What follows belongs to an exercise in optimizing a design on an open flow for small area and a short achievable clock period; a production flow would make more cautious choices. Function was not checked in any run shown here: the RTL went through the layout flow alone.

**design/flow/config.mk**
```make
export PLATFORM = sky130hd
export DESIGN_NAME = neuron
export DESIGN_NICKNAME = neuron
export VERILOG_FILES = /design/flow/design.v
export SDC_FILE = /design/flow/constraint.sdc
export NUM_CORES = 4
export LEC_CHECK = 0
export CAP_MARGIN = 20
export CORE_MARGIN = 2
export CORE_UTILIZATION = 40
export SETUP_SLACK_MARGIN = 5
export SLEW_MARGIN = 20
export SYNTH_HIERARCHICAL = 1
```
**design/flow/design.v**
```verilog
`timescale 1ns/1ns
module datapath(
    input clk , rst , ldX , ldT , upd ,
    input signed [6:0] x1in , x2in ,
    input signed [1:0] tin ,
    output [1:0] tout ,
    output eq
);
    reg signed [6:0] x1 , x2 ;
    reg t1 ;
    reg [11:0] w1h , w2h ;
    reg [7:0] bhp ;
    wire ng = upd & tin[1] ;
    wire [11:0] w1n , w2n ;
    wire [7:0] bhn = bhp + {{6{ng}}, upd & ~tin[1], upd} ;
    wire [6:0] x1n = ldX ? x1in : x1 ;
    wire [6:0] x2n = ldX ? x2in : x2 ;
    always @(posedge clk, posedge rst) begin
        if (rst) begin
            x1 <= 0 ; x2 <= 0 ; t1 <= 0 ;
            w1h <= 0 ; w2h <= 0 ; bhp <= 8'd16 ;
        end else begin
            x1 <= x1n ; x2 <= x2n ;
            if (ldT) t1 <= tin[1] ;
            w1h <= w1n ; w2h <= w2n ; bhp <= bhn ;
        end
    end
    wire [1:0] lo1 = {x1n[0] & w1h[1], x1n[0] & w1h[0]} ;
    wire [1:0] lo2 = {x2n[0] & w2h[1], x2n[0] & w2h[0]} ;
    wire [2:0] tlo = {1'b0, lo1 + lo2} + {1'b0, (x1n[1] & w1h[0]) ^ (x2n[1] & w2h[0]), 1'b0} ;
    wire [1:0] m1 = {(x1n[1] & w1h[0]) ^ (x1n[0] & w1h[1]), x1n[0] & w1h[0]} ;
    wire [1:0] m2 = {(x2n[1] & w2h[0]) ^ (x2n[0] & w2h[1]), x2n[0] & w2h[0]} ;
    wire [3:0] kq = {1'b0, tlo} + 4'd4 - {2'b0, m1} - {2'b0, m2} ;
    wire n1 = x1in[0] ^ tin[1];
    wire n2 = upd & n1;
    wire n3 = x1in[1] ^ tin[1];
    wire n4 = upd & n3;
    wire n5 = x1in[2] ^ tin[1];
    wire n6 = upd & n5;
    wire n7 = x1in[3] ^ tin[1];
    wire n8 = upd & n7;
    wire n9 = x1in[4] ^ tin[1];
    wire n10 = upd & n9;
    wire n11 = x1in[5] ^ tin[1];
    wire n12 = upd & n11;
    wire n13 = x1in[6] ^ tin[1];
    wire n14 = upd & n13;
    wire n15, n16;
    fa u_n15 (.a(w1h[0]), .b(n2), .c(ng), .s(n15), .co(n16));
    wire n17, n18;
    fa u_n17 (.a(w1h[1]), .b(n4), .c(n2), .s(n17), .co(n18));
    wire n19, n20;
    fa u_n19 (.a(w1h[2]), .b(n6), .c(n4), .s(n19), .co(n20));
    wire n21, n22;
    fa u_n21 (.a(w1h[3]), .b(n8), .c(n6), .s(n21), .co(n22));
    wire n23, n24;
    fa u_n23 (.a(w1h[4]), .b(n10), .c(n8), .s(n23), .co(n24));
    wire n25, n26;
    fa u_n25 (.a(w1h[5]), .b(n12), .c(n10), .s(n25), .co(n26));
    wire n27, n28;
    fa u_n27 (.a(w1h[6]), .b(n14), .c(n12), .s(n27), .co(n28));
    wire n29, n30;
    fa u_n29 (.a(w1h[7]), .b(n14), .c(n14), .s(n29), .co(n30));
    wire n31, n32;
    fa u_n31 (.a(w1h[8]), .b(n14), .c(n14), .s(n31), .co(n32));
    wire n33, n34;
    fa u_n33 (.a(w1h[9]), .b(n14), .c(n14), .s(n33), .co(n34));
    wire n35, n36;
    fa u_n35 (.a(w1h[10]), .b(n14), .c(n14), .s(n35), .co(n36));
    wire n37, n37_nc;
    fa u_n37 (.a(w1h[11]), .b(n14), .c(n14), .s(n37), .co(n37_nc));
    wire n38 = n15 & ng;
    wire n39 = n17 & n16;
    wire n40 = n19 & n18;
    wire n41 = n21 & n20;
    wire n42 = n23 & n22;
    wire n43 = n25 & n24;
    wire n44 = n27 & n26;
    wire n45 = n29 & n28;
    wire n46 = n31 & n30;
    wire n47 = n33 & n32;
    wire n48 = n35 & n34;
    wire n49 = n37 & n36;
    wire n50 = n15 ^ ng;
    wire n51 = n17 ^ n16;
    wire n52 = n19 ^ n18;
    wire n53 = n21 ^ n20;
    wire n54 = n23 ^ n22;
    wire n55 = n25 ^ n24;
    wire n56 = n27 ^ n26;
    wire n57 = n29 ^ n28;
    wire n58 = n31 ^ n30;
    wire n59 = n33 ^ n32;
    wire n60 = n35 ^ n34;
    wire n61 = n37 ^ n36;
    wire n62;
    ao21 u_n62 (.g(n38), .p(n50), .c(ng), .y(n62));
    wire n63;
    ao21 u_n63 (.g(n39), .p(n51), .c(n62), .y(n63));
    wire n64 = n51 & n50;
    wire n65;
    ao21 u_n65 (.g(n41), .p(n53), .c(n40), .y(n65));
    wire n66 = n53 & n52;
    wire n67;
    ao21 u_n67 (.g(n43), .p(n55), .c(n42), .y(n67));
    wire n68 = n55 & n54;
    wire n69;
    ao21 u_n69 (.g(n45), .p(n57), .c(n44), .y(n69));
    wire n70 = n57 & n56;
    wire n71;
    ao21 u_n71 (.g(n47), .p(n59), .c(n46), .y(n71));
    wire n72 = n59 & n58;
    wire n73;
    ao21 u_n73 (.g(n49), .p(n61), .c(n48), .y(n73));
    wire n74 = n61 & n60;
    wire n75;
    ao21 u_n75 (.g(n40), .p(n52), .c(n63), .y(n75));
    wire n76 = n52 & n64;
    wire n77;
    ao21 u_n77 (.g(n65), .p(n66), .c(n63), .y(n77));
    wire n78 = n66 & n64;
    wire n79;
    ao21 u_n79 (.g(n44), .p(n56), .c(n67), .y(n79));
    wire n80 = n56 & n68;
    wire n81;
    ao21 u_n81 (.g(n69), .p(n70), .c(n67), .y(n81));
    wire n82 = n70 & n68;
    wire n83;
    ao21 u_n83 (.g(n48), .p(n60), .c(n71), .y(n83));
    wire n84 = n60 & n72;
    wire n85;
    ao21 u_n85 (.g(n73), .p(n74), .c(n71), .y(n85));
    wire n86 = n74 & n72;
    wire n87;
    ao21 u_n87 (.g(n42), .p(n54), .c(n77), .y(n87));
    wire n88 = n54 & n78;
    wire n89;
    ao21 u_n89 (.g(n67), .p(n68), .c(n77), .y(n89));
    wire n90 = n68 & n78;
    wire n91;
    ao21 u_n91 (.g(n79), .p(n80), .c(n77), .y(n91));
    wire n92 = n80 & n78;
    wire n93;
    ao21 u_n93 (.g(n81), .p(n82), .c(n77), .y(n93));
    wire n94 = n82 & n78;
    wire n95;
    ao21 u_n95 (.g(n46), .p(n58), .c(n93), .y(n95));
    wire n96 = n58 & n94;
    wire n97;
    ao21 u_n97 (.g(n71), .p(n72), .c(n93), .y(n97));
    wire n98 = n72 & n94;
    wire n99;
    ao21 u_n99 (.g(n83), .p(n84), .c(n93), .y(n99));
    wire n100 = n84 & n94;
    wire n101;
    ao21 u_n101 (.g(n85), .p(n86), .c(n93), .y(n101));
    wire n102 = n86 & n94;
    wire n103 = n50 ^ ng;
    wire n104 = n51 ^ n62;
    wire n105 = n52 ^ n63;
    wire n106 = n53 ^ n75;
    wire n107 = n54 ^ n77;
    wire n108 = n55 ^ n87;
    wire n109 = n56 ^ n89;
    wire n110 = n57 ^ n91;
    wire n111 = n58 ^ n93;
    wire n112 = n59 ^ n95;
    wire n113 = n60 ^ n97;
    wire n114 = n61 ^ n99;
    wire n115 = x2in[0] ^ tin[1];
    wire n116 = upd & n115;
    wire n117 = x2in[1] ^ tin[1];
    wire n118 = upd & n117;
    wire n119 = x2in[2] ^ tin[1];
    wire n120 = upd & n119;
    wire n121 = x2in[3] ^ tin[1];
    wire n122 = upd & n121;
    wire n123 = x2in[4] ^ tin[1];
    wire n124 = upd & n123;
    wire n125 = x2in[5] ^ tin[1];
    wire n126 = upd & n125;
    wire n127 = x2in[6] ^ tin[1];
    wire n128 = upd & n127;
    wire n129, n130;
    fa u_n129 (.a(w2h[0]), .b(n116), .c(ng), .s(n129), .co(n130));
    wire n131, n132;
    fa u_n131 (.a(w2h[1]), .b(n118), .c(n116), .s(n131), .co(n132));
    wire n133, n134;
    fa u_n133 (.a(w2h[2]), .b(n120), .c(n118), .s(n133), .co(n134));
    wire n135, n136;
    fa u_n135 (.a(w2h[3]), .b(n122), .c(n120), .s(n135), .co(n136));
    wire n137, n138;
    fa u_n137 (.a(w2h[4]), .b(n124), .c(n122), .s(n137), .co(n138));
    wire n139, n140;
    fa u_n139 (.a(w2h[5]), .b(n126), .c(n124), .s(n139), .co(n140));
    wire n141, n142;
    fa u_n141 (.a(w2h[6]), .b(n128), .c(n126), .s(n141), .co(n142));
    wire n143, n144;
    fa u_n143 (.a(w2h[7]), .b(n128), .c(n128), .s(n143), .co(n144));
    wire n145, n146;
    fa u_n145 (.a(w2h[8]), .b(n128), .c(n128), .s(n145), .co(n146));
    wire n147, n148;
    fa u_n147 (.a(w2h[9]), .b(n128), .c(n128), .s(n147), .co(n148));
    wire n149, n150;
    fa u_n149 (.a(w2h[10]), .b(n128), .c(n128), .s(n149), .co(n150));
    wire n151, n151_nc;
    fa u_n151 (.a(w2h[11]), .b(n128), .c(n128), .s(n151), .co(n151_nc));
    wire n152 = n129 & ng;
    wire n153 = n131 & n130;
    wire n154 = n133 & n132;
    wire n155 = n135 & n134;
    wire n156 = n137 & n136;
    wire n157 = n139 & n138;
    wire n158 = n141 & n140;
    wire n159 = n143 & n142;
    wire n160 = n145 & n144;
    wire n161 = n147 & n146;
    wire n162 = n149 & n148;
    wire n163 = n151 & n150;
    wire n164 = n129 ^ ng;
    wire n165 = n131 ^ n130;
    wire n166 = n133 ^ n132;
    wire n167 = n135 ^ n134;
    wire n168 = n137 ^ n136;
    wire n169 = n139 ^ n138;
    wire n170 = n141 ^ n140;
    wire n171 = n143 ^ n142;
    wire n172 = n145 ^ n144;
    wire n173 = n147 ^ n146;
    wire n174 = n149 ^ n148;
    wire n175 = n151 ^ n150;
    wire n176;
    ao21 u_n176 (.g(n152), .p(n164), .c(ng), .y(n176));
    wire n177;
    ao21 u_n177 (.g(n153), .p(n165), .c(n176), .y(n177));
    wire n178 = n165 & n164;
    wire n179;
    ao21 u_n179 (.g(n155), .p(n167), .c(n154), .y(n179));
    wire n180 = n167 & n166;
    wire n181;
    ao21 u_n181 (.g(n157), .p(n169), .c(n156), .y(n181));
    wire n182 = n169 & n168;
    wire n183;
    ao21 u_n183 (.g(n159), .p(n171), .c(n158), .y(n183));
    wire n184 = n171 & n170;
    wire n185;
    ao21 u_n185 (.g(n161), .p(n173), .c(n160), .y(n185));
    wire n186 = n173 & n172;
    wire n187;
    ao21 u_n187 (.g(n163), .p(n175), .c(n162), .y(n187));
    wire n188 = n175 & n174;
    wire n189;
    ao21 u_n189 (.g(n154), .p(n166), .c(n177), .y(n189));
    wire n190 = n166 & n178;
    wire n191;
    ao21 u_n191 (.g(n179), .p(n180), .c(n177), .y(n191));
    wire n192 = n180 & n178;
    wire n193;
    ao21 u_n193 (.g(n158), .p(n170), .c(n181), .y(n193));
    wire n194 = n170 & n182;
    wire n195;
    ao21 u_n195 (.g(n183), .p(n184), .c(n181), .y(n195));
    wire n196 = n184 & n182;
    wire n197;
    ao21 u_n197 (.g(n162), .p(n174), .c(n185), .y(n197));
    wire n198 = n174 & n186;
    wire n199;
    ao21 u_n199 (.g(n187), .p(n188), .c(n185), .y(n199));
    wire n200 = n188 & n186;
    wire n201;
    ao21 u_n201 (.g(n156), .p(n168), .c(n191), .y(n201));
    wire n202 = n168 & n192;
    wire n203;
    ao21 u_n203 (.g(n181), .p(n182), .c(n191), .y(n203));
    wire n204 = n182 & n192;
    wire n205;
    ao21 u_n205 (.g(n193), .p(n194), .c(n191), .y(n205));
    wire n206 = n194 & n192;
    wire n207;
    ao21 u_n207 (.g(n195), .p(n196), .c(n191), .y(n207));
    wire n208 = n196 & n192;
    wire n209;
    ao21 u_n209 (.g(n160), .p(n172), .c(n207), .y(n209));
    wire n210 = n172 & n208;
    wire n211;
    ao21 u_n211 (.g(n185), .p(n186), .c(n207), .y(n211));
    wire n212 = n186 & n208;
    wire n213;
    ao21 u_n213 (.g(n197), .p(n198), .c(n207), .y(n213));
    wire n214 = n198 & n208;
    wire n215;
    ao21 u_n215 (.g(n199), .p(n200), .c(n207), .y(n215));
    wire n216 = n200 & n208;
    wire n217 = n164 ^ ng;
    wire n218 = n165 ^ n176;
    wire n219 = n166 ^ n177;
    wire n220 = n167 ^ n189;
    wire n221 = n168 ^ n191;
    wire n222 = n169 ^ n201;
    wire n223 = n170 ^ n203;
    wire n224 = n171 ^ n205;
    wire n225 = n172 ^ n207;
    wire n226 = n173 ^ n209;
    wire n227 = n174 ^ n211;
    wire n228 = n175 ^ n213;
    wire n229 = w1h[0] & w2h[0];
    wire n230 = w1h[1] & w2h[1];
    wire n231 = w1h[2] & w2h[2];
    wire n232 = w1h[3] & w2h[3];
    wire n233 = w1h[4] & w2h[4];
    wire n234 = w1h[5] & w2h[5];
    wire n235 = w1h[6] & w2h[6];
    wire n236 = w1h[7] & w2h[7];
    wire n237 = w1h[8] & w2h[8];
    wire n238 = w1h[9] & w2h[9];
    wire n239 = w1h[10] & w2h[10];
    wire n240 = w1h[11] & w2h[11];
    wire n241 = w1h[11] & w2h[11];
    wire n242 = w1h[0] ^ w2h[0];
    wire n243 = w1h[1] ^ w2h[1];
    wire n244 = w1h[2] ^ w2h[2];
    wire n245 = w1h[3] ^ w2h[3];
    wire n246 = w1h[4] ^ w2h[4];
    wire n247 = w1h[5] ^ w2h[5];
    wire n248 = w1h[6] ^ w2h[6];
    wire n249 = w1h[7] ^ w2h[7];
    wire n250 = w1h[8] ^ w2h[8];
    wire n251 = w1h[9] ^ w2h[9];
    wire n252 = w1h[10] ^ w2h[10];
    wire n253 = w1h[11] ^ w2h[11];
    wire n254 = w1h[11] ^ w2h[11];
    wire n255;
    ao21 u_n255 (.g(n230), .p(n243), .c(n229), .y(n255));
    wire n256 = n243 & n242;
    wire n257;
    ao21 u_n257 (.g(n232), .p(n245), .c(n231), .y(n257));
    wire n258 = n245 & n244;
    wire n259;
    ao21 u_n259 (.g(n234), .p(n247), .c(n233), .y(n259));
    wire n260 = n247 & n246;
    wire n261;
    ao21 u_n261 (.g(n236), .p(n249), .c(n235), .y(n261));
    wire n262 = n249 & n248;
    wire n263;
    ao21 u_n263 (.g(n238), .p(n251), .c(n237), .y(n263));
    wire n264 = n251 & n250;
    wire n265;
    ao21 u_n265 (.g(n240), .p(n253), .c(n239), .y(n265));
    wire n266 = n253 & n252;
    wire n267;
    ao21 u_n267 (.g(n231), .p(n244), .c(n255), .y(n267));
    wire n268 = n244 & n256;
    wire n269;
    ao21 u_n269 (.g(n257), .p(n258), .c(n255), .y(n269));
    wire n270 = n258 & n256;
    wire n271;
    ao21 u_n271 (.g(n235), .p(n248), .c(n259), .y(n271));
    wire n272 = n248 & n260;
    wire n273;
    ao21 u_n273 (.g(n261), .p(n262), .c(n259), .y(n273));
    wire n274 = n262 & n260;
    wire n275;
    ao21 u_n275 (.g(n239), .p(n252), .c(n263), .y(n275));
    wire n276 = n252 & n264;
    wire n277;
    ao21 u_n277 (.g(n265), .p(n266), .c(n263), .y(n277));
    wire n278 = n266 & n264;
    wire n279;
    ao21 u_n279 (.g(n233), .p(n246), .c(n269), .y(n279));
    wire n280 = n246 & n270;
    wire n281;
    ao21 u_n281 (.g(n259), .p(n260), .c(n269), .y(n281));
    wire n282 = n260 & n270;
    wire n283;
    ao21 u_n283 (.g(n271), .p(n272), .c(n269), .y(n283));
    wire n284 = n272 & n270;
    wire n285;
    ao21 u_n285 (.g(n273), .p(n274), .c(n269), .y(n285));
    wire n286 = n274 & n270;
    wire n287;
    ao21 u_n287 (.g(n241), .p(n254), .c(n277), .y(n287));
    wire n288 = n254 & n278;
    wire n289;
    ao21 u_n289 (.g(n237), .p(n250), .c(n285), .y(n289));
    wire n290 = n250 & n286;
    wire n291;
    ao21 u_n291 (.g(n263), .p(n264), .c(n285), .y(n291));
    wire n292 = n264 & n286;
    wire n293;
    ao21 u_n293 (.g(n275), .p(n276), .c(n285), .y(n293));
    wire n294 = n276 & n286;
    wire n295;
    ao21 u_n295 (.g(n277), .p(n278), .c(n285), .y(n295));
    wire n296 = n278 & n286;
    wire n297;
    ao21 u_n297 (.g(n287), .p(n288), .c(n285), .y(n297));
    wire n298 = n288 & n286;
    wire n299 = n243 ^ n229;
    wire n300 = n244 ^ n255;
    wire n301 = n245 ^ n267;
    wire n302 = n246 ^ n269;
    wire n303 = n247 ^ n279;
    wire n304 = n248 ^ n281;
    wire n305 = n249 ^ n283;
    wire n306 = n250 ^ n285;
    wire n307 = n251 ^ n289;
    wire n308 = n252 ^ n291;
    wire n309 = n253 ^ n293;
    wire n310 = n254 ^ n295;
    wire n311 = x1n[0] ? (x2n[0] ? n300 : w1h[2]) : (x2n[0] & w2h[2]);
    wire n312 = x1n[0] ? (x2n[0] ? n301 : w1h[3]) : (x2n[0] & w2h[3]);
    wire n313 = x1n[0] ? (x2n[0] ? n302 : w1h[4]) : (x2n[0] & w2h[4]);
    wire n314 = x1n[0] ? (x2n[0] ? n303 : w1h[5]) : (x2n[0] & w2h[5]);
    wire n315 = x1n[0] ? (x2n[0] ? n304 : w1h[6]) : (x2n[0] & w2h[6]);
    wire n316 = x1n[0] ? (x2n[0] ? n305 : w1h[7]) : (x2n[0] & w2h[7]);
    wire n317 = x1n[0] ? (x2n[0] ? n306 : w1h[8]) : (x2n[0] & w2h[8]);
    wire n318 = x1n[0] ? (x2n[0] ? n307 : w1h[9]) : (x2n[0] & w2h[9]);
    wire n319 = x1n[0] ? (x2n[0] ? n308 : w1h[10]) : (x2n[0] & w2h[10]);
    wire n320 = x1n[0] ? (x2n[0] ? n309 : w1h[11]) : (x2n[0] & w2h[11]);
    wire n321 = x1n[0] ? (x2n[0] ? n310 : w1h[11]) : (x2n[0] & w2h[11]);
    wire n322 = ~n321;
    wire n323 = x1n[1] ? (x2n[1] ? n299 : w1h[1]) : (x2n[1] & w2h[1]);
    wire n324 = x1n[1] ? (x2n[1] ? n300 : w1h[2]) : (x2n[1] & w2h[2]);
    wire n325 = x1n[1] ? (x2n[1] ? n301 : w1h[3]) : (x2n[1] & w2h[3]);
    wire n326 = x1n[1] ? (x2n[1] ? n302 : w1h[4]) : (x2n[1] & w2h[4]);
    wire n327 = x1n[1] ? (x2n[1] ? n303 : w1h[5]) : (x2n[1] & w2h[5]);
    wire n328 = x1n[1] ? (x2n[1] ? n304 : w1h[6]) : (x2n[1] & w2h[6]);
    wire n329 = x1n[1] ? (x2n[1] ? n305 : w1h[7]) : (x2n[1] & w2h[7]);
    wire n330 = x1n[1] ? (x2n[1] ? n306 : w1h[8]) : (x2n[1] & w2h[8]);
    wire n331 = x1n[1] ? (x2n[1] ? n307 : w1h[9]) : (x2n[1] & w2h[9]);
    wire n332 = x1n[1] ? (x2n[1] ? n308 : w1h[10]) : (x2n[1] & w2h[10]);
    wire n333 = x1n[1] ? (x2n[1] ? n309 : w1h[11]) : (x2n[1] & w2h[11]);
    wire n334 = x1n[1] ? (x2n[1] ? n310 : w1h[11]) : (x2n[1] & w2h[11]);
    wire n335 = ~n334;
    wire n336 = x1n[2] ? (x2n[2] ? n242 : w1h[0]) : (x2n[2] & w2h[0]);
    wire n337 = x1n[2] ? (x2n[2] ? n299 : w1h[1]) : (x2n[2] & w2h[1]);
    wire n338 = x1n[2] ? (x2n[2] ? n300 : w1h[2]) : (x2n[2] & w2h[2]);
    wire n339 = x1n[2] ? (x2n[2] ? n301 : w1h[3]) : (x2n[2] & w2h[3]);
    wire n340 = x1n[2] ? (x2n[2] ? n302 : w1h[4]) : (x2n[2] & w2h[4]);
    wire n341 = x1n[2] ? (x2n[2] ? n303 : w1h[5]) : (x2n[2] & w2h[5]);
    wire n342 = x1n[2] ? (x2n[2] ? n304 : w1h[6]) : (x2n[2] & w2h[6]);
    wire n343 = x1n[2] ? (x2n[2] ? n305 : w1h[7]) : (x2n[2] & w2h[7]);
    wire n344 = x1n[2] ? (x2n[2] ? n306 : w1h[8]) : (x2n[2] & w2h[8]);
    wire n345 = x1n[2] ? (x2n[2] ? n307 : w1h[9]) : (x2n[2] & w2h[9]);
    wire n346 = x1n[2] ? (x2n[2] ? n308 : w1h[10]) : (x2n[2] & w2h[10]);
    wire n347 = x1n[2] ? (x2n[2] ? n309 : w1h[11]) : (x2n[2] & w2h[11]);
    wire n348 = x1n[2] ? (x2n[2] ? n310 : w1h[11]) : (x2n[2] & w2h[11]);
    wire n349 = ~n348;
    wire n350 = x1n[3] ? (x2n[3] ? n242 : w1h[0]) : (x2n[3] & w2h[0]);
    wire n351 = x1n[3] ? (x2n[3] ? n299 : w1h[1]) : (x2n[3] & w2h[1]);
    wire n352 = x1n[3] ? (x2n[3] ? n300 : w1h[2]) : (x2n[3] & w2h[2]);
    wire n353 = x1n[3] ? (x2n[3] ? n301 : w1h[3]) : (x2n[3] & w2h[3]);
    wire n354 = x1n[3] ? (x2n[3] ? n302 : w1h[4]) : (x2n[3] & w2h[4]);
    wire n355 = x1n[3] ? (x2n[3] ? n303 : w1h[5]) : (x2n[3] & w2h[5]);
    wire n356 = x1n[3] ? (x2n[3] ? n304 : w1h[6]) : (x2n[3] & w2h[6]);
    wire n357 = x1n[3] ? (x2n[3] ? n305 : w1h[7]) : (x2n[3] & w2h[7]);
    wire n358 = x1n[3] ? (x2n[3] ? n306 : w1h[8]) : (x2n[3] & w2h[8]);
    wire n359 = x1n[3] ? (x2n[3] ? n307 : w1h[9]) : (x2n[3] & w2h[9]);
    wire n360 = x1n[3] ? (x2n[3] ? n308 : w1h[10]) : (x2n[3] & w2h[10]);
    wire n361 = x1n[3] ? (x2n[3] ? n309 : w1h[11]) : (x2n[3] & w2h[11]);
    wire n362 = x1n[3] ? (x2n[3] ? n310 : w1h[11]) : (x2n[3] & w2h[11]);
    wire n363 = ~n362;
    wire n364 = x1n[4] ? (x2n[4] ? n242 : w1h[0]) : (x2n[4] & w2h[0]);
    wire n365 = x1n[4] ? (x2n[4] ? n299 : w1h[1]) : (x2n[4] & w2h[1]);
    wire n366 = x1n[4] ? (x2n[4] ? n300 : w1h[2]) : (x2n[4] & w2h[2]);
    wire n367 = x1n[4] ? (x2n[4] ? n301 : w1h[3]) : (x2n[4] & w2h[3]);
    wire n368 = x1n[4] ? (x2n[4] ? n302 : w1h[4]) : (x2n[4] & w2h[4]);
    wire n369 = x1n[4] ? (x2n[4] ? n303 : w1h[5]) : (x2n[4] & w2h[5]);
    wire n370 = x1n[4] ? (x2n[4] ? n304 : w1h[6]) : (x2n[4] & w2h[6]);
    wire n371 = x1n[4] ? (x2n[4] ? n305 : w1h[7]) : (x2n[4] & w2h[7]);
    wire n372 = x1n[4] ? (x2n[4] ? n306 : w1h[8]) : (x2n[4] & w2h[8]);
    wire n373 = x1n[4] ? (x2n[4] ? n307 : w1h[9]) : (x2n[4] & w2h[9]);
    wire n374 = x1n[4] ? (x2n[4] ? n308 : w1h[10]) : (x2n[4] & w2h[10]);
    wire n375 = x1n[4] ? (x2n[4] ? n309 : w1h[11]) : (x2n[4] & w2h[11]);
    wire n376 = x1n[5] ? (x2n[5] ? n242 : w1h[0]) : (x2n[5] & w2h[0]);
    wire n377 = x1n[5] ? (x2n[5] ? n299 : w1h[1]) : (x2n[5] & w2h[1]);
    wire n378 = x1n[5] ? (x2n[5] ? n300 : w1h[2]) : (x2n[5] & w2h[2]);
    wire n379 = x1n[5] ? (x2n[5] ? n301 : w1h[3]) : (x2n[5] & w2h[3]);
    wire n380 = x1n[5] ? (x2n[5] ? n302 : w1h[4]) : (x2n[5] & w2h[4]);
    wire n381 = x1n[5] ? (x2n[5] ? n303 : w1h[5]) : (x2n[5] & w2h[5]);
    wire n382 = x1n[5] ? (x2n[5] ? n304 : w1h[6]) : (x2n[5] & w2h[6]);
    wire n383 = x1n[5] ? (x2n[5] ? n305 : w1h[7]) : (x2n[5] & w2h[7]);
    wire n384 = x1n[5] ? (x2n[5] ? n306 : w1h[8]) : (x2n[5] & w2h[8]);
    wire n385 = x1n[5] ? (x2n[5] ? n307 : w1h[9]) : (x2n[5] & w2h[9]);
    wire n386 = x1n[5] ? (x2n[5] ? n308 : w1h[10]) : (x2n[5] & w2h[10]);
    wire n387 = x1n[6] ? (x2n[6] ? n242 : w1h[0]) : (x2n[6] & w2h[0]);
    wire n388 = ~n387;
    wire n389 = x1n[6] ? (x2n[6] ? n299 : w1h[1]) : (x2n[6] & w2h[1]);
    wire n390 = ~n389;
    wire n391 = x1n[6] ? (x2n[6] ? n300 : w1h[2]) : (x2n[6] & w2h[2]);
    wire n392 = ~n391;
    wire n393 = x1n[6] ? (x2n[6] ? n301 : w1h[3]) : (x2n[6] & w2h[3]);
    wire n394 = ~n393;
    wire n395 = x1n[6] ? (x2n[6] ? n302 : w1h[4]) : (x2n[6] & w2h[4]);
    wire n396 = ~n395;
    wire n397 = x1n[6] ? (x2n[6] ? n303 : w1h[5]) : (x2n[6] & w2h[5]);
    wire n398 = ~n397;
    wire n399 = x1n[6] ? (x2n[6] ? n304 : w1h[6]) : (x2n[6] & w2h[6]);
    wire n400 = ~n399;
    wire n401 = x1n[6] ? (x2n[6] ? n305 : w1h[7]) : (x2n[6] & w2h[7]);
    wire n402 = ~n401;
    wire n403 = x1n[6] ? (x2n[6] ? n306 : w1h[8]) : (x2n[6] & w2h[8]);
    wire n404 = ~n403;
    wire n405 = x1n[6] ? (x2n[6] ? n307 : w1h[9]) : (x2n[6] & w2h[9]);
    wire n406 = ~n405;
    wire n407 = 1'b1;
    wire n408 = 1'b1;
    wire n409 = 1'b1;
    wire n410 = 1'b1;
    wire n411, n412;
    fa u_n411 (.a(n407), .b(n311), .c(n323), .s(n411), .co(n412));
    wire n413, n414;
    fa u_n413 (.a(n336), .b(kq[2]), .c(n411), .s(n413), .co(n414));
    wire n415, n416;
    fa u_n415 (.a(n408), .b(n312), .c(n324), .s(n415), .co(n416));
    wire n417, n418;
    fa u_n417 (.a(n337), .b(n350), .c(kq[3]), .s(n417), .co(n418));
    wire n419, n420;
    fa u_n419 (.a(n412), .b(n415), .c(n417), .s(n419), .co(n420));
    wire n421, n422;
    fa u_n421 (.a(n409), .b(n313), .c(n325), .s(n421), .co(n422));
    wire n423, n424;
    fa u_n423 (.a(n338), .b(n351), .c(n364), .s(n423), .co(n424));
    wire n425, n426;
    fa u_n425 (.a(n416), .b(n421), .c(n423), .s(n425), .co(n426));
    wire n427, n428;
    fa u_n427 (.a(n418), .b(n425), .c(n420), .s(n427), .co(n428));
    wire n429, n430;
    fa u_n429 (.a(n410), .b(n314), .c(n326), .s(n429), .co(n430));
    wire n431, n432;
    fa u_n431 (.a(n339), .b(n352), .c(n365), .s(n431), .co(n432));
    wire n433, n434;
    fa u_n433 (.a(n376), .b(n422), .c(n424), .s(n433), .co(n434));
    wire n435, n436;
    fa u_n435 (.a(n429), .b(n431), .c(n433), .s(n435), .co(n436));
    wire n439, n440;
    fa u_n439 (.a(n315), .b(n327), .c(n340), .s(n439), .co(n440));
    wire n441, n442;
    fa u_n441 (.a(n353), .b(n366), .c(n377), .s(n441), .co(n442));
    wire n443, n444;
    fa u_n443 (.a(n388), .b(n430), .c(n432), .s(n443), .co(n444));
    wire n445, n446;
    fa u_n445 (.a(n439), .b(n441), .c(n434), .s(n445), .co(n446));
    wire n447, n448;
    fa u_n447 (.a(n443), .b(n436), .c(n445), .s(n447), .co(n448));
    wire n449, n450;
    fa u_n449 (.a(n316), .b(n328), .c(n341), .s(n449), .co(n450));
    wire n451, n452;
    fa u_n451 (.a(n354), .b(n367), .c(n378), .s(n451), .co(n452));
    wire n453, n454;
    fa u_n453 (.a(n390), .b(n440), .c(n442), .s(n453), .co(n454));
    wire n455, n456;
    fa u_n455 (.a(n449), .b(n451), .c(n444), .s(n455), .co(n456));
    wire n457, n458;
    fa u_n457 (.a(n453), .b(n446), .c(n455), .s(n457), .co(n458));
    wire n459, n460;
    fa u_n459 (.a(bhp[0]), .b(n317), .c(n329), .s(n459), .co(n460));
    wire n461, n462;
    fa u_n461 (.a(n342), .b(n355), .c(n368), .s(n461), .co(n462));
    wire n463, n464;
    fa u_n463 (.a(n379), .b(n392), .c(n450), .s(n463), .co(n464));
    wire n465, n466;
    fa u_n465 (.a(n452), .b(n459), .c(n461), .s(n465), .co(n466));
    wire n467, n468;
    fa u_n467 (.a(n454), .b(n463), .c(n465), .s(n467), .co(n468));
    wire n471, n472;
    fa u_n471 (.a(bhp[1]), .b(n318), .c(n330), .s(n471), .co(n472));
    wire n473, n474;
    fa u_n473 (.a(n343), .b(n356), .c(n369), .s(n473), .co(n474));
    wire n475, n476;
    fa u_n475 (.a(n380), .b(n394), .c(n460), .s(n475), .co(n476));
    wire n477, n478;
    fa u_n477 (.a(n462), .b(n471), .c(n473), .s(n477), .co(n478));
    wire n479, n480;
    fa u_n479 (.a(n464), .b(n475), .c(n466), .s(n479), .co(n480));
    wire n481, n482;
    fa u_n481 (.a(n477), .b(n468), .c(n479), .s(n481), .co(n482));
    wire n483, n484;
    fa u_n483 (.a(bhp[2]), .b(n319), .c(n331), .s(n483), .co(n484));
    wire n485, n486;
    fa u_n485 (.a(n344), .b(n357), .c(n370), .s(n485), .co(n486));
    wire n487, n488;
    fa u_n487 (.a(n381), .b(n396), .c(n472), .s(n487), .co(n488));
    wire n489, n490;
    fa u_n489 (.a(n474), .b(n483), .c(n485), .s(n489), .co(n490));
    wire n491, n492;
    fa u_n491 (.a(n476), .b(n487), .c(n478), .s(n491), .co(n492));
    wire n493, n494;
    fa u_n493 (.a(n489), .b(n480), .c(n491), .s(n493), .co(n494));
    wire n495, n496;
    fa u_n495 (.a(bhp[3]), .b(n320), .c(n332), .s(n495), .co(n496));
    wire n497, n498;
    fa u_n497 (.a(n345), .b(n358), .c(n371), .s(n497), .co(n498));
    wire n499, n500;
    fa u_n499 (.a(n382), .b(n398), .c(n484), .s(n499), .co(n500));
    wire n501, n502;
    fa u_n501 (.a(n486), .b(n495), .c(n497), .s(n501), .co(n502));
    wire n503, n504;
    fa u_n503 (.a(n488), .b(n499), .c(n490), .s(n503), .co(n504));
    wire n505, n506;
    fa u_n505 (.a(n501), .b(n492), .c(n503), .s(n505), .co(n506));
    wire n507, n508;
    fa u_n507 (.a(bhp[4]), .b(n322), .c(n333), .s(n507), .co(n508));
    wire n509, n510;
    fa u_n509 (.a(n346), .b(n359), .c(n372), .s(n509), .co(n510));
    wire n511, n512;
    fa u_n511 (.a(n383), .b(n400), .c(n496), .s(n511), .co(n512));
    wire n513, n514;
    fa u_n513 (.a(n498), .b(n507), .c(n509), .s(n513), .co(n514));
    wire n515, n516;
    fa u_n515 (.a(n500), .b(n511), .c(n502), .s(n515), .co(n516));
    wire n517, n518;
    fa u_n517 (.a(n513), .b(n504), .c(n515), .s(n517), .co(n518));
    wire n519, n520;
    fa u_n519 (.a(bhp[5]), .b(n335), .c(n347), .s(n519), .co(n520));
    wire n521, n522;
    fa u_n521 (.a(n360), .b(n373), .c(n384), .s(n521), .co(n522));
    wire n523, n524;
    fa u_n523 (.a(n402), .b(n508), .c(n510), .s(n523), .co(n524));
    wire n525, n526;
    fa u_n525 (.a(n519), .b(n521), .c(n512), .s(n525), .co(n526));
    wire n527, n528;
    fa u_n527 (.a(n523), .b(n514), .c(n516), .s(n527), .co(n528));
    wire n531, n532;
    fa u_n531 (.a(bhp[6]), .b(n349), .c(n361), .s(n531), .co(n532));
    wire n533, n534;
    fa u_n533 (.a(n374), .b(n385), .c(n404), .s(n533), .co(n534));
    wire n535, n536;
    fa u_n535 (.a(n520), .b(n522), .c(n531), .s(n535), .co(n536));
    wire n537, n538;
    fa u_n537 (.a(n533), .b(n524), .c(n535), .s(n537), .co(n538));
    wire n541, n541_nc;
    fa u_n541 (.a(bhp[7]), .b(n363), .c(n375), .s(n541), .co(n541_nc));
    wire n542, n542_nc;
    fa u_n542 (.a(n386), .b(n406), .c(n532), .s(n542), .co(n542_nc));
    wire n543, n543_nc;
    fa u_n543 (.a(n534), .b(n541), .c(n542), .s(n543), .co(n543_nc));
    wire n544, n544_nc;
    fa u_n544 (.a(n536), .b(n538), .c(n543), .s(n544), .co(n544_nc));
    assign w1n = {n114, n113, n112, n111, n110, n109, n108, n107, n106, n105, n104, n103} ;
    assign w2n = {n228, n227, n226, n225, n224, n223, n222, n221, n220, n219, n218, n217} ;
    reg [26:0] cs ;
    always @(posedge clk, posedge rst) begin
        if (rst) cs <= 27'b011101010110111010001010010 ;
        else cs <= {n413, n427, n544, n517, n506, n505, n494, n493, n482, n481, n457, n448, n447, n419, n414, n528, n537, n526, n527, n518, n525, n458, n467, n456, n428, n435, n426} ;
    end
    wire n437, n438;
    fa u_n437 (.a(cs[0]), .b(cs[1]), .c(cs[2]), .s(n437), .co(n438));
    wire n469, n470;
    fa u_n469 (.a(cs[3]), .b(cs[4]), .c(cs[5]), .s(n469), .co(n470));
    wire n529, n530;
    fa u_n529 (.a(cs[6]), .b(cs[7]), .c(cs[8]), .s(n529), .co(n530));
    wire n539, n540;
    fa u_n539 (.a(cs[9]), .b(cs[10]), .c(cs[11]), .s(n539), .co(n540));
    wire n545 = cs[12] & cs[13];
    wire n546 = cs[12] ^ cs[13];
    wire n547 = n438 & cs[14];
    wire n548 = n438 ^ cs[14];
    wire n549 = cs[15] & cs[16];
    wire n550 = cs[15] ^ cs[16];
    wire n551 = n470 & cs[17];
    wire n552 = n470 ^ cs[17];
    wire n553 = cs[18] & cs[19];
    wire n554 = cs[18] ^ cs[19];
    wire n555 = cs[20] & cs[21];
    wire n556 = cs[20] ^ cs[21];
    wire n557 = cs[22] & cs[23];
    wire n558 = cs[22] ^ cs[23];
    wire n559 = n530 & n539;
    wire n560 = n530 ^ n539;
    wire n561 = n540 & cs[24];
    wire n562 = n540 ^ cs[24];
    wire n563 = cs[25] & n545;
    wire n564 = cs[25] & n546;
    wire n565 = n564 & cs[26];
    wire n566;
    ao21 u_n566 (.g(n549), .p(n550), .c(n547), .y(n566));
    wire n567 = n550 & n548;
    wire n568 = n567 & n437;
    wire n569;
    ao21 u_n569 (.g(n566), .p(n568), .c(n563), .y(n569));
    wire n570 = n568 & n565;
    wire n571;
    ao21 u_n571 (.g(n553), .p(n554), .c(n551), .y(n571));
    wire n572 = n554 & n552;
    wire n573 = n572 & n469;
    wire n574;
    ao21 u_n574 (.g(n557), .p(n558), .c(n555), .y(n574));
    wire n575 = n558 & n556;
    wire n576 = n560 & n529;
    wire n577;
    ao21 u_n577 (.g(n559), .p(n576), .c(n574), .y(n577));
    wire n578 = n576 & n575;
    wire n579;
    ao21 u_n579 (.g(n577), .p(n578), .c(n571), .y(n579));
    wire n580 = n578 & n573;
    wire n581;
    ao21 u_n581 (.g(n579), .p(n580), .c(n569), .y(n581));
    wire n582 = n580 & n570;
    wire n583, n583_nc;
    fa u_n583 (.a(n540), .b(cs[24]), .c(n581), .s(n583), .co(n583_nc));
    assign eq = ~(n583 ^ t1) ;
    assign tout = { n583 , 1'b1 } ;
endmodule
module ao21(input g, p, c, output y);
    assign y = g | p & c ;
endmodule
module fa(input a, b, c, output s, co);
    assign s = a ^ b ^ c ;
    assign co = a & b | a & c | b & c ;
endmodule
`timescale 1ns/1ns
module controller(
    input clk , rst , eq , start , EOF , EOI ,
    output ldX , ldT , upd , updating ,
    output reg learned
);
    reg [2:0] ps, ns;
    localparam [2:0] idle = 0, starting = 1, toLearn = 2, getX = 3, update = 4, test = 5;
    always @(*) begin
        case (ps)
            idle     : ns = start ? starting : idle;
            starting : ns = learned ? test : toLearn;
            toLearn  : ns = getX;
            getX     : ns = EOF ? starting : (eq ? getX : update);
            update   : ns = getX;
            test     : ns = EOI ? idle : test;
            default  : ns = idle;
        endcase
    end
    assign ldX = (ps == getX) | (ps == test);
    assign ldT = (ps == getX);
    assign upd = (ps == getX) & ~EOF & ~eq;
    assign updating = (ps == getX) & ~eq;
    always @(posedge clk, posedge rst) begin
        if (rst) learned <= 1'b0;
        else if (ns == toLearn) learned <= 1'b1;
        else if (ns == update) learned <= 1'b0;
    end
    always @(posedge clk, posedge rst) begin
        if (rst) ps <= idle;
        else ps <= ns;
    end
endmodule
`timescale 1ns/1ns
module neuron(
    input clk , rst , start , EOI , EOF ,
    input signed [6:0] x1 , x2 ,
    input signed [1:0] tin ,
    output learned , updating ,
    output signed [1:0] tout
);
    wire ldX, ldT, upd, eq;
    datapath dp(
        .clk(clk), .rst(rst), .ldX(ldX), .ldT(ldT), .upd(upd),
        .x1in(x1), .x2in(x2), .tin(tin), .tout(tout), .eq(eq)
    );
    controller ct(
        .clk(clk), .rst(rst), .eq(eq), .start(start), .EOF(EOF), .EOI(EOI),
        .ldX(ldX), .ldT(ldT), .upd(upd), .updating(updating), .learned(learned)
    );
endmodule
```
**design/flow/constraint.sdc**
```tcl
create_clock -name core_clock -period 9.5 [get_ports {clk}]
set_input_delay 1.9000 -clock core_clock [delete_from_list [all_inputs] [get_ports {clk}]]
set_output_delay 1.9000 -clock core_clock [all_outputs]
set_load 0.01 [all_outputs]
```
**design/flow/run.sh**
```bash
#!/bin/bash
# synth_recipe.tcl (not shown) runs the flow's synth.tcl, then flattens the netlist and writes it again
# the make line also repeats each setting of config.mk as NAME=value (left out here)
make -C /OpenROAD-flow-scripts/flow DESIGN_CONFIG=/design/flow/config.mk WORK_HOME=/design/flow/orfs CLKGATE_MAP_FILE= SYNTH_SCRIPT=/design/flow/synth_recipe.tcl finish
```
==> summary.txt, run 1 <==
Status
  – Status: finished clean

Global routing
  – First-pass GRT wire length: 37,520 um
  – Initial antenna violation count: 0
  – Vias in the first global route: 6,760
  – Met1 Use GR: 31.13%
  – Largest net degree at the start of global routing: 74
  – Met3 GRT Util: 3.281%
  – M2 GR Usage: 36.77%
  – Global routing's busiest layer: met2
  – Gr ovfl total: 0
  – GRT Util Overall: 22.76%

Route
  – Pre-antenna DRT Iters: 6
  – DR WL/cell: 19.93 um
  – Total routed wirelength: 24,950 um
  – DRC violations left: 0
  – DRT antenna net count: 0
  – Vias post-DR: ~7,000
  – DRT iter0 DRCs: slightly above 800
  – Vias per cell: approximately 5.6

Finish
  – Share of cells above drive strength 1: a little under a third
  – Layout area overhead: 32.39%
  – ANT cells: 0
  – Layout Cells excl Fill: 1,252
  – Final net count: roughly 1,100
  – Final core utilization: 53.41%

STA
  – Crit share post-route: 55.07%
  – RSZ-0062 raised after global routing: yes
  – Fmax: 191.2 MHz
  – Relative slew slack: ~45%
  – Worst-margin pin slew: 0.8190 ns
  – Clock Skew: between 0.01 and 0.015 ns
  – Fin crit period: around 5.2 ns
  – Max Slew Vio Count: 0
  – Setup violators final: 0
  – Final hold violations: 0
  – Setup TNS: 0 ns
  – Worst hold slack: 0.5589 ns

Worst setup path
  – Reg2reg setup slack: 4.27 ns
  – Arrival @ worst endpoint: about 5.5 ns
  – RR Startpoint: dp.cs[10]
  – Critical path's largest stage delay: 0.66 ns
  – Worst reg-to-reg path cell count: 21
  – Crit Reg-Reg Endpoint: dp.w1h[11]
  – Cell mode on critical path: a21o_1
  – WS Path Type: reg2reg
  – Crit path launch type: flop
  – Required time worst endpoint: 9.74 ns
  – Critical-path cell list: fa_1 > ha_1 > and2_4 > and3_4 > and4_1 > a21o_1 > fa_2 > xnor2_4 > nor3_4 > buf_6 > nand2_4 > inv_8 > fa_1 > ha_4 > a21o_1 > a21o_1 > a21o_4 > a21o_1 > a21o_1 > xnor2_2 > xnor2_1
  – Worst setup EP type: flop
  – Worst path slowest cell: fa_2
  – CP max FO: 4

Yosys
  – Post-Synth XOR/XNOR Area: under 10%
  – Ys flop type: dfrtp_1
  – Post-synthesis mux area share: 2.910%
  – Async S/R FF share, synth: 100.0%
  – Synth Area per Inst: 9.488 um2
  – Synth warnings: 8
  – Compound-Gate Fraction of Synth Area: between 10% and 20%
  – Syn Std Cell Area: 8084 um2
  – Post-synth EDFFs: 0
  – Adder-Cell Fraction of Synth Area: 31.51%
  – Simple-Gate Fraction of Synth Area: between 10% and 20%
  – Seq/Total Area, Yosys: 24.07%
  – Post-Synthesis Cells: 852
  – Largest family of logic cells by synthesized area: adder cells
  – Yosys reg bits: just under 80
  – Yosys cell types: 52

Die
  – Ports: 25
  – Cell Rows: 52
  – Core footprint: 20,040 um2
  – Die ar.: 21,360 um2
  – Starting density of the core: roughly two fifths
  – Die width: about 150 um
  – Die Y: 146.2 um

Clock tree
  – Number of CTS-inserted buffers: 9
  – Sink Count: 77
  – H-Tree Depth: 3
  – Clock buffer depth: 2
  – Root Buffer: clkbuf_16
  – Clk slew on worst S/H paths: ~0.060 ns
  – CTS tree: yes
  – Cts hold-fix bufs: 0
  – Latest clock arrival within the worst-skew pair: about 0.36 ns

Min path
  – Hold Path Stages: 2
  – HP Start: dp.x2[4]
  – Hold Path Class: reg2reg
  – Worst-case hold path end point: dp.x2[4]

Place
  – Port bufs: 22
  – Routability cong.: ~0.90
  – DPL Wire Length: 15,620 um
  – Cell count after placement: between 1,000 and 1,500

Flow run
  – Max cap viols: 0
==> modules after synthesis, one instance, submodules excluded, excerpt <==
module      flops+latches  copies in the design  cells inside
fa                      0                    94             1
ao21                    0                    63             1
controller              4                     1            31
datapath               73                     1           664
==> per-layer routing <==
layer | up-vias | wire (um)
met5 | - | 0
met4 | 0 | 1197
met3 | 91 | 2005
met2 | 374 | 11560
met1 | 3425 | 10190
li1 | 3149 | -
==> how the worst max path moves through the flow <==
stage,depth (start not counted),start,to,slack (ns)
2_1_floorplan,19,dp.cs[10],dp.w2h[11],4.26
3_3_place_gp,17,x1[1],dp.cs[25],3.11
3_5_place_dp,17,x1[1],dp.cs[25],3.08
4_1_cts,21,dp.cs[10],dp.w2h[11],4.13
5_1_grt,21,dp.cs[10],dp.w2h[11],4.08
6_report,21,dp.cs[10],dp.w1h[11],4.27
==> layout by cell type (no fill, tap or decap), types with 19 or more instances in the layout <==
cell      n
a21o_1   62
a21oi_1  64
and2_1   19
buf_4    93
dfrtp_1  47
fa_1     73
fa_2     23
ha_1     36
nand2_1  84
nor2_1   72
o21ai_0  73
xor2_1   37
==> cells by family (layout without fill, tap and decap cells) <==
family	after synthesis	after routing
compound gates	245	245
buf+inv	66	185
simple gates	233	234
xor+xnor	64	64
other cells	1	5
mux	20	26
fa+ha+maj	146	146
flops	77	77
==> Yosys cell counts (2+ instances only) <==
cell	count	area share, %
buf_4	2	0.19
a211oi_1	10	0.93
clkbuf_1	19	0.88
o21ai_0	89	5.5
mux2_2	2	0.28
a21oi_1	65	4.0
mux2i_4	2	0.56
mux2i_1	14	1.7
a21boi_0	4	0.37
nand2_1	93	4.3
mux2i_2	2	0.34
inv_1	26	1.2
nor3_1	4	0.25
dfstp_2	15	4.9
a21o_1	64	5.9
dfrtp_1	62	19
a22oi_1	2	0.19
xnor2_1	27	2.9
nor2b_1	4	0.31
xor2_1	37	4.0
nand3_1	2	0.12
and2_1	34	2.6
ha_1	50	7.7
fa_1	96	24
buf_2	15	0.93
and3_1	9	0.70
nor2_1	78	3.6
==> cell type report <==
type	instances	area, um2
sequential	77	1964
tap	270	337.8
inverter	28	118.9
fill	1772	9336
timing repair buffer	142	1309
clock inverter	5	60.06
multi-input combinational	720	6674
clock buffer	10	239.0
==> critical path, delay by kind of cell (launching register included) <==
kind | cells | cell delay (ns)
adder cells (fa/ha/maj) | 5 | 2.04
AO/OA/AOI/OAI | 6 | 1.22
AND/OR/NAND/NOR | 5 | 0.69
flip-flops | 1 | 0.52
XOR/XNOR | 3 | 0.37
buffers and inverters | 2 | 0.25
==> state kept, by name, indices dropped and copies added (netlist names) <==
name	flops
dp.t1	1
dp.x2	7
ct.learned	1
dp.x1	7
ct.ps	3
dp.w2h	12
dp.w1h	12
dp.bhp	8
dp.cs	26
==> what timing repair did <==
item	CTS	global route
gates resized for setup	159	87
buffers inserted	74	37
pin swaps	54	48
cloned	8	3
setup endpoints to repair	59	46
==> metrics by stage <==
stage	setup WS (ns)	instance area, um2
2_1_floorplan	4.261	8259
4_1_cts	4.127	10070
3_5_place_dp	3.077	8625
3_3_place_gp	3.109	8625
5_1_grt	4.083	10700
6_report	4.269	10700
==> run 2, diff against run 1 <==
--- a/design/flow/design.v
+++ b/design/flow/design.v
@@ -533,6 +533,8 @@
     fa u_n433 (.a(n376), .b(n422), .c(n424), .s(n433), .co(n434));
     wire n435, n436;
     fa u_n435 (.a(n429), .b(n431), .c(n433), .s(n435), .co(n436));
+    wire n437, n438;
+    fa u_n437 (.a(n426), .b(n435), .c(n428), .s(n437), .co(n438));
     wire n439, n440;
     fa u_n439 (.a(n315), .b(n327), .c(n340), .s(n439), .co(n440));
     wire n441, n442;
@@ -563,6 +565,8 @@
     fa u_n465 (.a(n452), .b(n459), .c(n461), .s(n465), .co(n466));
     wire n467, n468;
     fa u_n467 (.a(n454), .b(n463), .c(n465), .s(n467), .co(n468));
+    wire n469, n470;
+    fa u_n469 (.a(n456), .b(n467), .c(n458), .s(n469), .co(n470));
     wire n471, n472;
     fa u_n471 (.a(bhp[1]), .b(n318), .c(n330), .s(n471), .co(n472));
     wire n473, n474;
@@ -621,6 +625,8 @@
     fa u_n525 (.a(n519), .b(n521), .c(n512), .s(n525), .co(n526));
     wire n527, n528;
     fa u_n527 (.a(n523), .b(n514), .c(n516), .s(n527), .co(n528));
+    wire n529, n530;
+    fa u_n529 (.a(n525), .b(n518), .c(n527), .s(n529), .co(n530));
     wire n531, n532;
     fa u_n531 (.a(bhp[6]), .b(n349), .c(n361), .s(n531), .co(n532));
     wire n533, n534;
@@ -629,6 +635,8 @@
     fa u_n535 (.a(n520), .b(n522), .c(n531), .s(n535), .co(n536));
     wire n537, n538;
     fa u_n537 (.a(n533), .b(n524), .c(n535), .s(n537), .co(n538));
+    wire n539, n540;
+    fa u_n539 (.a(n526), .b(n537), .c(n528), .s(n539), .co(n540));
     wire n541, n541_nc;
     fa u_n541 (.a(bhp[7]), .b(n363), .c(n375), .s(n541), .co(n541_nc));
     wire n542, n542_nc;
@@ -639,55 +647,47 @@
     fa u_n544 (.a(n536), .b(n538), .c(n543), .s(n544), .co(n544_nc));
     assign w1n = {n114, n113, n112, n111, n110, n109, n108, n107, n106, n105, n104, n103} ;
     assign w2n = {n228, n227, n226, n225, n224, n223, n222, n221, n220, n219, n218, n217} ;
-    reg [26:0] cs ;
+    reg [22:0] cs ;
     always @(posedge clk, posedge rst) begin
-        if (rst) cs <= 27'b011101010110111010001010010 ;
-        else cs <= {n413, n427, n544, n517, n506, n505, n494, n493, n482, n481, n457, n448, n447, n419, n414, n528, n537, n526, n527, n518, n525, n458, n467, n456, n428, n435, n426} ;
+        if (rst) cs <= 23'b11101101010101010101011 ;
+        else cs <= {n529, n469, n437, n413, n427, n544, n540, n539, n530, n517, n506, n505, n494, n493, n482, n481, n470, n457, n448, n447, n438, n419, n414} ;
     end
-    wire n437, n438;
-    fa u_n437 (.a(cs[0]), .b(cs[1]), .c(cs[2]), .s(n437), .co(n438));
-    wire n469, n470;
-    fa u_n469 (.a(cs[3]), .b(cs[4]), .c(cs[5]), .s(n469), .co(n470));
-    wire n529, n530;
-    fa u_n529 (.a(cs[6]), .b(cs[7]), .c(cs[8]), .s(n529), .co(n530));
-    wire n539, n540;
-    fa u_n539 (.a(cs[9]), .b(cs[10]), .c(cs[11]), .s(n539), .co(n540));
-    wire n545 = cs[12] & cs[13];
-    wire n546 = cs[12] ^ cs[13];
-    wire n547 = n438 & cs[14];
-    wire n548 = n438 ^ cs[14];
-    wire n549 = cs[15] & cs[16];
-    wire n550 = cs[15] ^ cs[16];
-    wire n551 = n470 & cs[17];
-    wire n552 = n470 ^ cs[17];
-    wire n553 = cs[18] & cs[19];
-    wire n554 = cs[18] ^ cs[19];
-    wire n555 = cs[20] & cs[21];
-    wire n556 = cs[20] ^ cs[21];
-    wire n557 = cs[22] & cs[23];
-    wire n558 = cs[22] ^ cs[23];
-    wire n559 = n530 & n539;
-    wire n560 = n530 ^ n539;
-    wire n561 = n540 & cs[24];
-    wire n562 = n540 ^ cs[24];
-    wire n563 = cs[25] & n545;
-    wire n564 = cs[25] & n546;
-    wire n565 = n564 & cs[26];
+    wire n545 = cs[0] & cs[1];
+    wire n546 = cs[0] ^ cs[1];
+    wire n547 = cs[2] & cs[3];
+    wire n548 = cs[2] ^ cs[3];
+    wire n549 = cs[4] & cs[5];
+    wire n550 = cs[4] ^ cs[5];
+    wire n551 = cs[6] & cs[7];
+    wire n552 = cs[6] ^ cs[7];
+    wire n553 = cs[8] & cs[9];
+    wire n554 = cs[8] ^ cs[9];
+    wire n555 = cs[10] & cs[11];
+    wire n556 = cs[10] ^ cs[11];
+    wire n557 = cs[12] & cs[13];
+    wire n558 = cs[12] ^ cs[13];
+    wire n559 = cs[14] & cs[15];
+    wire n560 = cs[14] ^ cs[15];
+    wire n561 = cs[16] & cs[17];
+    wire n562 = cs[16] ^ cs[17];
+    wire n563 = cs[18] & n545;
+    wire n564 = cs[18] & n546;
+    wire n565 = n564 & cs[19];
     wire n566;
     ao21 u_n566 (.g(n549), .p(n550), .c(n547), .y(n566));
     wire n567 = n550 & n548;
-    wire n568 = n567 & n437;
+    wire n568 = n567 & cs[20];
     wire n569;
     ao21 u_n569 (.g(n566), .p(n568), .c(n563), .y(n569));
     wire n570 = n568 & n565;
     wire n571;
     ao21 u_n571 (.g(n553), .p(n554), .c(n551), .y(n571));
     wire n572 = n554 & n552;
-    wire n573 = n572 & n469;
+    wire n573 = n572 & cs[21];
     wire n574;
     ao21 u_n574 (.g(n557), .p(n558), .c(n555), .y(n574));
     wire n575 = n558 & n556;
-    wire n576 = n560 & n529;
+    wire n576 = n560 & cs[22];
     wire n577;
     ao21 u_n577 (.g(n559), .p(n576), .c(n574), .y(n577));
     wire n578 = n576 & n575;
@@ -698,7 +698,7 @@
     ao21 u_n581 (.g(n579), .p(n580), .c(n569), .y(n581));
     wire n582 = n580 & n570;
     wire n583, n583_nc;
-    fa u_n583 (.a(n540), .b(cs[24]), .c(n581), .s(n583), .co(n583_nc));
+    fa u_n583 (.a(cs[16]), .b(cs[17]), .c(n581), .s(n583), .co(n583_nc));
     assign eq = ~(n583 ^ t1) ;
     assign tout = { n583 , 1'b1 } ;
 endmodule
==> run 2 against run 1 <==
Still clean on timing, DRC and antenna. Via count is 4.3% lower. Setup slack worse by 0.21 ns. Area after synthesis fell by 1.2%. Clock skew is 0.0086 ns lower.
==> summary.txt, run 2 <==
STA
  – Post-route worst setup slack: 4.058 ns (-0.2109 ns)
  – Setup violators final: 0 (unchanged)
  – Clock Skew: 0.005007 ns (-0.008641 ns)
  – RSZ-0062 raised after global routing: yes
  – Worst-margin pin slew: 0.9516 ns (+0.1326 ns)
  – Fin crit period: 5.442 ns (+0.2109 ns)
  – Crit share post-route: 57.29% (+2.2 points)
  – Setup TNS: 0 ns (unchanged)
  – Max Slew Vio Count: 0 (unchanged)
  – Final hold violations: 0 (unchanged)
  – Relative slew slack: 36.56% (-8.4 points)
  – Fmax: 183.7 MHz (-3.9%)

Yosys
  – Ys flop type: dfrtp_1
  – Yosys reg bits: 73 (-5.2%)
  – Yosys cell types: 52 (unchanged)
  – Syn Std Cell Area: 7984 um2 (-1.2%)
  – Most common cell in the netlist: fa_1
  – Post-Synthesis Cells: 848 (-0.47%)
  – Synth warnings: 8 (unchanged)
  – Synth area leader: fa_1
  – Async S/R FF share, synth: 100.0% (unchanged)
  – Post-synth EDFFs: 0 (unchanged)
  – Synth cell count leaders: fa_1, nand2_1, o21ai_0
  – Synth top area cells: fa_1, dfrtp_1, ha_1, a21o_1, o21ai_0
  – Synth Area per Inst: 9.415 um2 (-0.77%)
  – Seq/Total Area, Yosys: 23.12% (-0.95 points)
  – Post-synth top area share: 24.07% (+0.30 points)

Route
  – DRT iter0 DRCs: 709 (-12%)
  – Vias post-DR: 6,735 (-4.3%)
  – Pre-antenna DRT Iters: 5 (-1)
  – Total routed wirelength: 23,510 um (-5.8%)
  – DRC violations left: 0 (unchanged)
  – DRT antenna net count: 0 (unchanged)
  – Vias per cell: 5.511 (-2.0%)
  – DR WL/cell: 19.23 um (-3.5%)

Global routing
  – Vias in the first global route: 6,800 (+0.59%)
  – GRT Util Overall: 22.81% (+0.049 points)
  – Largest net degree at the start of global routing: 70 (-5.4%)
  – Gr ovfl total: 0 (unchanged)
  – Initial antenna violation count: 0 (unchanged)
  – First-pass GRT wire length: 37,210 um (-0.81%)

Status
  – Status: finished clean

Die
  – Ports: 25 (unchanged)
  – Die Y: 145.3 um (-0.60%)
  – Core footprint: 19,530 um2 (-2.6%)
  – Die width: 145.3 um (-0.60%)
  – Cell Rows: 51 (-1.9%)
  – Starting density of the core: 40.89% (+0.55 points)
  – Die ar.: 21,110 um2 (-1.2%)

Clock tree
  – Clk slew on worst S/H paths: 0.06 ns (about the same)
  – Root Buffer: clkbuf_16
  – Latest clock arrival within the worst-skew pair: 0.35 ns (about the same)
  – H-Tree Depth: 3 (unchanged)
  – Clock buffer depth: 2 (unchanged)
  – Number of CTS-inserted buffers: 9 (unchanged)
  – CTS tree: yes
  – Sink Count: 73 (-5.2%)

Finish
  – Final core utilization: 52.38% (-1.0 points)
  – Commonest non-fill, non-tap cell in the layout: nand2_1
  – Max reg flops: 22 (-15%)
  – Largest Register: dp.cs
  – # fillers: 1,751 (-1.2%)
  – Reg area: 1854 um2 (-5.6%)
  – Regs by FF count: dp.cs (22), dp.w1h (12), dp.w2h (12)
  – Share of cells above drive strength 1: 28.94% (-3.0 points)
  – Final net count: 1,119 (-2.3%)
  – ANT cells: 0 (unchanged)
  – Layout area overhead: 28.10%
  – Most frequent cells in the layout: nand2_1, buf_4, nor2_1, o21ai_0, a21oi_1
  – Area occupied by multi-input gates: 6469 um2 (-3.1%)

Flow run
  – Max cap viols: 0 (unchanged)

Worst setup path
  – Required time worst endpoint: 9.79 ns (+0.05 ns)
  – CP max FO: 2 (-2)
  – Worst setup EP type: flop
  – Crit path launch type: input port
  – Reg2reg setup slack: 4.30 ns (+0.03 ns)
  – Arrival @ worst endpoint: 5.74 ns (+0.27 ns)
  – WS Path Type: in2reg

Place
  – Routability cong.: 0.8899 (-1.2%)
  – DPL Wire Length: 15,590 um (-0.23%)
  – Setup Slack @ Placement: 2.739 ns (-0.3387 ns)
  – Port bufs: 22 (unchanged)

Min path
  – Hold Path Class: reg2reg
run 2: through the flow:
stage / instances / instance area (um2) / hold slack (ns)
3_5_place_dp: 1110 / 8528 / 0.5602
5_1_grt: 1222 / 10230 / 0.5992
4_1_cts: 1208 / 9936 / 0.5861
6_report: 1222 / 10230 / 0.5841
2_1_floorplan: 852 / 8119 / 0.4782
3_3_place_gp: 1110 / 8528 / 0.5521
run 2: cells by family after synthesis:
family,Yosys count,synth area share (%)
mux,20,2.946
simple gates,233,13.02
flops,73,23.12
fa+ha+maj,146,31.91
xor+xnor,64,7.021
buf+inv,66,3.667
compound gates,245,18.27
other cells,1,0.04697
run 2: cell type report:
class | count | share of cell area (%)
Tap cell | 265 | 3.242
Sequential cell | 73 | 18.13
Multi-Input combinational cell | 715 | 63.25
Clock buffer | 12 | 2.606
Inverter | 28 | 1.174
Clock inverter | 4 | 0.7218
Timing Repair Buffer | 125 | 10.88
run 2: worst max-delay path, cell delays in order:
cell,delay (ns)
buf_8,0.10
mux2i_4,0.20
inv_2,0.10
nand2_2,0.10
xor2_1,0.18
ha_1,0.27
fa_2,0.34
inv_2,0.07
ha_4,0.19
inv_2,0.06
nor2_2,0.04
a41oi_2,0.18
o31a_1,0.16
xnor2_1,0.14
fa_1,0.46
fa_2,0.36
fa_2,0.34
fa_2,0.52
run 2: worst paths after layout:
| kind | from | end | cells past startpoint |
|---|---|---|---|
| worst max-delay path | x2[1] | dp.cs[20] | 18 |
| worst min-delay path | dp.bhp[0] | dp.bhp[0] | 1 |
| worst max register to register | ct.ps[2] | dp.cs[20] | 20 |
| worst min register to register | dp.bhp[0] | dp.bhp[0] | 1 |
| max in group asynchronous | rst | dp.w2h[5] | 3 |
| min in group asynchronous | rst | ct.ps[2] | 2 |
run 2: per-layer routing:
metal | up-vias | global-route usage, % | share of wire (%)
met5 | - | 0 | 0
met4 | 0 | 11.27 | 5.2
met3 | 76 | 4.591 | 7.2
met2 | 276 | 36.23 | 47
met1 | 3300 | 29.76 | 41
li1 | 3083 | - | -
run 2: repair_timing:
action / CTS / global route
pin swaps: 42 / 39
resized for setup: 177 / 43
hold buffers: 0 / 0
gates cloned: 4 / 0
hold endpoints to repair: 0 / 0
setup endpoints to repair: 52 / 45
setup buffers: 78 / 14
run 2: per-module statistics from Yosys, one instance, submodules excluded, a selection:
module	times used	area [um2]
ao21	63	7.507
controller	1	262.8
datapath	1	5366
fa	94	20.02

[what the ideal ports hide]
The results above use ideal ports. As a check the final layouts listed here were re-extracted and re-timed, cells and wires unchanged.
Step 1 (the two cells are an assumption about what drives the block):
set clk [get_ports {clk}]
set_driving_cell -lib_cell sky130_fd_sc_hd__clkbuf_16 $clk
set_driving_cell -lib_cell sky130_fd_sc_hd__buf_2 [delete_from_list [all_inputs] $clk]
Step 2 also shifts input and output timing later by t, the mid clock arrival at the registers, as if the neighbouring blocks saw the same clock.
Three values: no drivers, after step 1, after step 2; two values: the first two.
| run | shift t [ns] | setup slack, ns | worst register clock-pin slew, ns |
|---|---|---|---|
| run 1 | 0.391 | 4.269 / 4.248 / 4.106 | 0.07 / 0.07 |
| run 2 | 0.390 | 4.058 / 4.051 / 3.661 | 0.06 / 0.06 |
After both steps every run listed still meets setup and hold. The setup slack of run 2, which loses most, moves by -0.007 ns with the drivers and by -0.397 ns with both steps.
